This is an optimization exercise on Yosys and OpenROAD, whose aim is a short achievable clock period and few clock cycles, not a production implementation. For this run, only the layout was checked, not whether the RTL still works. Power figures rest on the tool's default switching activity, not on a simulated workload.

**design/flow/flow/run.sh**
```bash
#!/bin/bash
# Standard ORFS layout with a larger setup-slack target for the timing repair
# steps (the constraints and clock period are the standard flow's own).
set -euo pipefail
bash standard.sh SETUP_SLACK_MARGIN=7 finish > standard_flow.log 2>&1
```
**design/flow/standard.sh**
```bash
#!/bin/bash
# synth_recipe.tcl (not shown) runs the flow's synth.tcl, then flattens the netlist and writes it again
# the make line also repeats each setting of config.mk as NAME=value (left out here)
make -C /OpenROAD-flow-scripts/flow DESIGN_CONFIG=/design/flow/config.mk WORK_HOME=/design/flow/orfs CLKGATE_MAP_FILE= SYNTH_SCRIPT=/design/flow/synth_recipe.tcl "${@:-finish}"
```
**design/flow/config.mk**
```make
export PLATFORM = sky130hd
export DESIGN_NAME = Pipeline_top
export DESIGN_NICKNAME = Pipeline_top
export VERILOG_FILES = /design/flow/design.v
export SDC_FILE = /design/flow/constraint.sdc
export NUM_CORES = 4
export LEC_CHECK = 0
export CAP_MARGIN = 20
export CORE_MARGIN = 2
export CORE_UTILIZATION = 40
export SLEW_MARGIN = 20
```
**design/flow/constraint.sdc**
```tcl
create_clock -name core_clock -period 10.0 [get_ports {clk}]
set_input_delay 2.0000 -clock core_clock [delete_from_list [all_inputs] [get_ports {clk}]]
set_output_delay 2.0000 -clock core_clock [all_outputs]
set_load 0.01 [all_outputs]
```
**design/flow/design.v**
```verilog
module Pipeline_top(
    input         clk,
    input         rst,
    output [31:0] imem_addr,
    input  [31:0] imem_rdata,
    output [31:0] dmem_addr,
    output [31:0] dmem_wdata,
    output        dmem_we,
    input  [31:0] dmem_rdata
);
    localparam BB = 5;               
    localparam BN = 1 << BB;         
    localparam TB = 10 - BB;         
    reg  [31:0] pcF;                 
    reg  [31:0] pcO;                 
    reg         vD;
    reg  [31:0] instrD, pcD;
    reg         hitD, predTD;
    reg  [1:0]  ctrD;
    reg  [9:0]  btgtD;
    reg         regwE, memwE, loadE, brE, predTE;
    reg         bneE, hitE, mismE;
    reg  [1:0]  ctrE;
    reg  [4:0]  rdE;
    reg         addE, subE, andE, orE, sltE;
    reg         faME, fbME, fbMPE, fbMNE, fsME;
    reg  [31:0] opAE, opBE, opBXE, sdE, pc4E, tgtE;
    reg  [BB-1:0] bidxE;
    reg  [TB-1:0] btagE;
    reg         regwM, memwM, loadM;
    reg  [4:0]  rdM;
    reg  [31:0] aluM, aluMn, wdM;
    reg         bupdM;
    reg  [BB-1:0] bidxM;
    reg  [TB-1:0] btagM;
    reg  [9:0]  btgtM;
    reg  [1:0]  bctrM;
    reg         regwW;
    reg  [4:0]  rdW;
    reg  [31:0] resW;
    reg  [31:0] rf [1:31];
    reg  [BN-1:0] btb_v;
    reg  [TB-1:0] btb_tag [0:BN-1];
    reg  [9:0]    btb_tgt [0:BN-1];
    reg  [1:0]    btb_ctr [0:BN-1];
    assign imem_addr = pcO;
    wire [BB-1:0] fidx  = pcF[BB+1:2];
    wire        f_hit   = btb_v[fidx] & (btb_tag[fidx] == pcF[11:BB+2]);
    wire [1:0]  f_ctr   = btb_ctr[fidx];
    wire [9:0]  f_btgt  = btb_tgt[fidx];
    wire        f_predT = f_hit & f_ctr[1];
    wire [31:0] pc4F    = pcF + 32'd4;
    wire [6:0] op     = instrD[6:0];
    wire [4:0] rdD    = instrD[11:7];
    wire [2:0] f3     = instrD[14:12];
    wire [4:0] rs1    = instrD[19:15];
    wire [4:0] rs2    = instrD[24:20];
    wire isR = (op == 7'b0110011);
    wire isI = (op == 7'b0010011);
    wire isL = (op == 7'b0000011);
    wire isS = (op == 7'b0100011);
    wire isB = (op == 7'b1100011);
    wire use1 = isR | isI | isL | isS | isB;
    wire use2 = isR | isS | isB;
    wire regwD = vD & (isR | isI | isL) & (rdD != 5'd0);
    wire [31:0] immI = {{20{instrD[31]}}, instrD[31:20]};
    wire [31:0] immS = {{20{instrD[31]}}, instrD[31:25], instrD[11:7]};
    wire [31:0] immB = {{20{instrD[31]}}, instrD[7], instrD[30:25], instrD[11:8], 1'b0};
    wire aluop = isR | isI;
    wire sltD  = aluop & (f3 == 3'b010);
    wire orD   = aluop & (f3 == 3'b110);
    wire andD  = aluop & (f3 == 3'b111);
    wire addD  = ~(sltD | orD | andD);
    wire subD  = isR & (f3 == 3'b000) & instrD[30];
    wire [31:0] resM = loadM ? dmem_rdata : aluM;
    wire [31:0] rf1 = (rs1 == 5'd0) ? 32'd0 : (regwW & (rdW == rs1)) ? resW : rf[rs1];
    wire [31:0] rf2 = (rs2 == 5'd0) ? 32'd0 : (regwW & (rdW == rs2)) ? resW : rf[rs2];
    wire fa_m = regwE & (rdE == rs1);
    wire fa_w = regwM & (rdM == rs1);
    wire fs_m = regwE & (rdE == rs2);
    wire fs_w = regwM & (rdM == rs2);
    wire bReg = isR | isB;
    wire [31:0] srcA = fa_w ? resM : rf1;
    wire [31:0] srcS = fs_w ? resM : rf2;
    wire [31:0] srcB = bReg ? srcS : (isS ? immS : immI);
    wire stall = vD & loadE & regwE & ((use1 & (rdE == rs1)) | (use2 & (rdE == rs2)));
    wire [31:0] pc4D  = pcD + 32'd4;
    wire [31:0] tgtD  = pcD + immB;
    wire        staticT = (f3 == 3'b001) | instrD[31];
    wire        brD     = vD & isB;
    wire        predTD2 = vD & (hitD ? predTD : (isB & staticT));
    wire        mismD   = predTD & ((tgtD[11:2] != btgtD) | (tgtD[31:12] != pcD[31:12]));
    wire        id_redirect = brD & ~hitD & staticT & ~stall;
    wire [31:0] A  = faME ? aluM : opAE;
    wire [31:0] B  = fbME ? aluM : opBE;
    wire [31:0] BX = ({32{fbMPE}} & aluM) | ({32{fbMNE}} & aluMn) | opBXE;
    wire [31:0] SD = fsME ? aluM : sdE;
    wire [32:0] sum33 = {A, 1'b1} + {BX, subE};
    wire [31:0] sum   = sum33[32:1];
    wire        lt    = $signed(A) < $signed(B);
    wire [31:0] aluE  = ({32{addE}} & sum) |
                        ({32{andE}} & (A & B)) |
                        ({32{orE}}  & (A | B)) |
                        {31'd0, sltE & lt};
    wire eq = (A == B);
    wire tk_eq = brE & ~bneE;                
    wire tk_ne = brE & bneE;                 
    wire rd_tk = ~predTE | mismE;            
    wire rd_nt = predTE;                     
    wire redir_eq = tk_eq ? rd_tk : rd_nt;
    wire redir_ne = tk_ne ? rd_tk : rd_nt;
    wire [31:0] rpc_eq = tk_eq ? tgtE : pc4E;
    wire [31:0] rpc_ne = tk_ne ? tgtE : pc4E;
    wire ex_redirect = eq ? redir_eq : redir_ne;
    wire takenE      = eq ? tk_eq : tk_ne;
    wire [31:0] pc_fd = stall       ? pcF :
                        id_redirect ? tgtD :
                        f_predT     ? {pcF[31:12], f_btgt, 2'b00} : pc4F;
    wire [31:0] pc_eq = redir_eq ? rpc_eq : pc_fd;
    wire [31:0] pc_ne = redir_ne ? rpc_ne : pc_fd;
    wire [31:0] pc_next = eq ? pc_eq : pc_ne;
    always @(posedge clk or negedge rst) begin
        if (!rst) pcF <= 32'd0;
        else      pcF <= pc_next;
    end
    always @(posedge clk) begin
        pcO <= rst ? pc_next : 32'd0;
    end
    always @(posedge clk or negedge rst) begin
        if (!rst) begin
            vD <= 1'b0;
        end else if (ex_redirect | id_redirect) begin
            vD <= 1'b0;
        end else if (!stall) begin
            vD <= 1'b1;
        end
    end
    always @(posedge clk) begin
        if (!stall) begin
            instrD <= imem_rdata;
            pcD    <= pcF;
            hitD   <= f_hit;
            predTD <= f_predT;
            ctrD   <= f_ctr;
            btgtD  <= f_btgt;
        end
    end
    wire bubbleE = ex_redirect | stall | ~vD;
    always @(posedge clk or negedge rst) begin
        if (!rst) begin
            regwE <= 1'b0; memwE <= 1'b0; loadE <= 1'b0; brE <= 1'b0; predTE <= 1'b0;
        end else if (bubbleE) begin
            regwE <= 1'b0; memwE <= 1'b0; loadE <= 1'b0; brE <= 1'b0; predTE <= 1'b0;
        end else begin
            regwE  <= regwD;
            memwE  <= isS;
            loadE  <= isL;
            brE    <= isB;
            predTE <= predTD2;
        end
    end
    always @(posedge clk) begin
        rdE   <= rdD;
        bneE  <= (f3 == 3'b001);
        hitE  <= hitD;
        mismE <= mismD;
        ctrE  <= ctrD;
        addE  <= addD;
        subE  <= subD;
        sltE  <= sltD;
        orE   <= orD;
        andE  <= andD;
        faME  <= fa_m;
        fbME  <= bReg & fs_m;
        fbMPE <= bReg & fs_m & ~subD;
        fbMNE <= bReg & fs_m & subD;
        fsME  <= fs_m;
        opAE  <= srcA;
        opBE  <= srcB;
        opBXE <= (bReg & fs_m) ? 32'd0 : (subD ? ~srcB : srcB);
        sdE   <= srcS;
        pc4E  <= pc4D;
        tgtE  <= tgtD;
        bidxE <= pcD[BB+1:2];
        btagE <= pcD[11:BB+2];
    end
    always @(posedge clk or negedge rst) begin
        if (!rst) begin
            regwM <= 1'b0; loadM <= 1'b0; bupdM <= 1'b0;
        end else begin
            regwM <= regwE; loadM <= loadE; bupdM <= brE;
        end
    end
    always @(posedge clk) begin
        memwM <= rst & memwE;
        rdM   <= rdE;
        aluM  <= aluE;
        aluMn <= ~aluE;
        wdM   <= SD;
        bidxM <= bidxE;
        btagM <= btagE;
        btgtM <= tgtE[11:2];
        bctrM <= ~hitE ? {2{takenE}} :
                 takenE ? ((ctrE == 2'b11) ? 2'b11 : ctrE + 2'b01) :
                          ((ctrE == 2'b00) ? 2'b00 : ctrE - 2'b01);
    end
    assign dmem_addr  = ~aluMn;
    assign dmem_wdata = wdM;
    assign dmem_we    = memwM;
    always @(posedge clk or negedge rst) begin
        if (!rst) regwW <= 1'b0;
        else      regwW <= regwM;
    end
    always @(posedge clk) begin
        rdW  <= rdM;
        resW <= resM;
    end
    always @(posedge clk) begin
        if (regwW) rf[rdW] <= resW;
    end
    always @(posedge clk or negedge rst) begin
        if (!rst) btb_v <= {BN{1'b0}};
        else if (bupdM) btb_v[bidxM] <= 1'b1;
    end
    always @(posedge clk) begin
        if (bupdM) begin
            btb_tag[bidxM] <= btagM;
            btb_tgt[bidxM] <= btgtM;
            btb_ctr[bidxM] <= bctrM;
        end
    end
endmodule
```
==> summary.txt <==
Hold path
  • Hold Crit Class: register to register

Critical path
  • Worst EP required: 10820 ps
  • Critical path capture point type: register
  • Startpoint types: register
  • Critical Path AT: 4750 ps
  • Crit path kind: register to register
  • Reg2Reg Setup Slack: 6070 ps
  • CP max FO: 5

Yosys
  • Sequential-to-total area share from yosys stat: 0.630
  • Synthesized flop and latch total: 2112
  • Post-Syn Area: 93400 µm²
  • Synth Instances: 5672
  • Synth warn: 1
  • Post-synth cell types: 86
  • Most used DFF post-synth: edfxtp_1
  • Asr flop ratio synth: 0.0350
  • Post-synth EDFFs: 1614
  • Synthesized area per cell: 16.5 µm²
  • Syn Nets: 5903

Clock network
  • Clock sinks: 2112
  • H-tree depth: 4
  • Clk Latency, worst-skew pair: 880 ps
  • Worst-path clk slew: 60 ps
  • CTS tree: built
  • Root Driver: clkbuf_16
  • CTS max path bufs: 3
  • Cts bufs inserted: 218

Finish
  • Highest-count cells in the layout ignoring fill and taps: edfxtp_1 (1614), mux4_2 (693), buf_4 (355)
  • Multi-input logic area: 36000 µm²
  • P&R area growth vs syn: 24.9%
  • Fillers: 18800
  • Register Area: 59100 µm²
  • Most common cell after layout, fill and taps aside: edfxtp_1
  • Layout cells sized above 1: 0.393
  • Post-route cell area: 117000 µm²
  • Nets: 6549

Die
  • Core area: 232000 µm²
  • Total Die Area: 237000 µm²
  • DIE HEIGHT: 487 µm
  • Site Rows: 177
  • Die Wd: 487 µm
  • I/O pin count: 163
  • Starting Density: 0.402

GRT
  • Initial antenna violation count: 5
  • Global-route wire length before repair: 426 mm
  • Grt ovf: 0
  • Total track usage: 0.251
  • Vias in the first global route: 57900
  • Largest net degree at the start of global routing: 67

Timing
  • Final Hold Fails: 0
  • WHS: 327 ps
  • Setup TNS: 0 ps
  • Least-Margin Pin Slew: 1160 ps
  • Final setup violating endpoints: 0
  • Peak Freq: 254 MHz
  • Rel. slew slack: 0.224
  • Minimum clock period: 3930 ps
  • Final worst path period share: 0.393
  • Skew final: 91.8 ps
  • Max Transition Viols Final: 0
  • RSZ-0062 raised after global routing: true

Pwr
  • Tot Pwr: 25800 µW
  • VDD IR-drop max: 0.174 mV
  • LEAKAGE: 0.0412 µW
  • Power density cells: 222 nW/µm²

Placed design
  • Gpl congestion: 0.863
  • Hpwl dp: 173 mm
  • Port bufs: 162
  • Placed cell areas: 99400 µm²

Drt
  • Final ANT Viol Nets: 0
  • WL per Instance: 32.0 µm
  • Met3 WL post-DR: 22.8 mm
  • Post-Route WL: 306 mm
  • TritonRoute pass-1 iters: 9
  • Starting DRT DRC Count: 6676
  • Vias/cell: 6.10
  • Met2 WL: 151 mm
  • Met1 WL: 116 mm
  • Remaining DRCs: 0
  • Via count: 58300
  • DR top layer: met4

Status
  • Run status: no timing/DRC/antenna violations

Flow run
  • Max Cap Viol: 0
state kept, by name, indices dropped and copies added, names as in the netlist, 10 cells and up, named ones only:
name and count:
btgtM 10, btb_ctr 64, opBXE 32, opAE 32, btb_tgt 320, tgtE 32
sdE 32, pcF 32, instrD 32, btb_tag 160, btgtD 10, pcO 32
resW 32, aluMn 32, pcD 32, wdM 32, btb_v 32, aluM 32
opBE 32, pc4E 31, rf 992
worst paths after layout:
kind / from / endpoint / cells after the start
setup reg to reg: fbME / pcO[23] / 18
hold / removal: btagE[4] / btagM[4] / 0
setup / recovery: fbME / pcO[23] / 18
min in group asynchronous: rst / pcF[14] / 1
hold reg to reg: btagE[4] / btagM[4] / 0
max in group asynchronous: rst / btb_v[20] / 2
critical path: stages (launching register included):
cell	delay [ps]
dfxtp_4	410
buf_6	120
buf_12	90
buf_16	130
mux2i_4	280
ha_4	250
nor4_4	350
nand4_1	180
buf_6	180
o31a_1	270
o21a_4	220
o21a_4	130
buf_12	130
nor3_4	220
nand2_2	90
or2_4	260
buf_6	120
o311ai_4	290
and2_1	170
final cells by class:
| cell class | count | area share |
|---|---|---|
| flip-flops and latches | 2112 | 0.506 |
| multi-input cells | 2963 | 0.309 |
| repair buffers | 777 | 0.0792 |
| clock buffers | 266 | 0.0504 |
| well taps | 3043 | 0.0326 |
| clock inverters | 150 | 0.0142 |
| inverters | 245 | 0.00816 |
| diodes | 7 | 0.000150 |
| repair inverters | 1 | 0.0000751 |
logic make-up (layout without fill, tap and decap cells):
| logic type | Yosys count | after routing | share of synthesized area |
|---|---|---|---|
| buffers and inverters | 602 | 1439 | 0.0253 |
| AO/OA/AOI/OAI | 830 | 830 | 0.0630 |
| other | 0 | 7 | 0 |
| XOR/XNOR | 182 | 182 | 0.0178 |
| adder cells (fa/ha/maj) | 165 | 165 | 0.0223 |
| multiplexers | 1015 | 1015 | 0.203 |
| AND/OR/NAND/NOR | 766 | 771 | 0.0390 |
| flip-flops | 2112 | 2112 | 0.630 |
per-stage QoR:
step	worst slack, ps	cells	util
CTS	6190	9426	0.492
detailed placement	4620	8658	0.428
global placement	4620	8658	0.428
floorplan	6610	5672	-
finish	6070	9564	0.502
global route	6000	9558	0.502
cells in the mapped netlist (all sizes together) (20+ instances only):
cell type  count  area (µm²)
a211oi       157        1180
a21o          57         428
a21oi        197         990
a221o         60         601
and2          26         163
and3          35         219
buf          117         541
clkbuf       240         901
dfrtp         74        1850
dfxtp        424        8490
edfxtp      1614       48500
ha           163        2040
inv          244         916
mux2          72         811
mux2i        250        2510
mux4         693       15600
nand2        134         505
nand3         50         250
nand4         22         144
nor2         324        1220
nor2b         34         213
nor3          33         165
nor4          25         156
o21ai         70         350
o21bai        20         150
o22ai         60         375
xnor2        120        1050
xor2          57         499
report_power, final:
group / switching (µW) / internal (µW)
clock: 3590 / 4860
sequential: 1260 / 10800
combinational: 2870 / 2490
timing repair:
| item | in CTS | in global routing |
|---|---|---|
| gates cloned | 51 | 10 |
| setup endpoints to repair | 896 | 415 |
| pin swaps | 201 | 174 |
| resized for setup | 1306 | 246 |
| hold buffers | 0 | 0 |
| setup buffers | 301 | 121 |
metal layers:
metal | vias up | GRT usage
met3 | 717 | 0.0369
met5 | - | 0
met4 | 0 | 0.116
met1 | 30600 | 0.321
met2 | 2919 | 0.422
li1 | 24100 | -

-- port drivers added, routing unchanged --
In the flow no input, the clock included, has a driving cell. The finished layout below was timed again as built, in two steps.
Step 1 assumes that a clkbuf_16 drives the clock port and a buf_2 every other input.
Step 2 adds t to the input delays and takes it off the output delays; t is the mean of the earliest and latest rising clock arrival at the registers after step 1. Input paths then give back, and output paths get back, about the clock's delay inside the block.
Three values: no drivers, after step 1, after step 2; two values: the first two.
t, ns: 0.922
setup WS [ns]: 6.067 / 6.067 / 5.848
worst hold slack (ns): 0.327 / 0.327 / 0.327
clock arrival spread, ns: 0.095 / 0.094
worst register clock-pin slew, ns: 0.07 / 0.07
After both steps this run still meets setup and hold. The setup slack of this run moves by 0.000 ns with the drivers and by -0.219 ns with both steps.
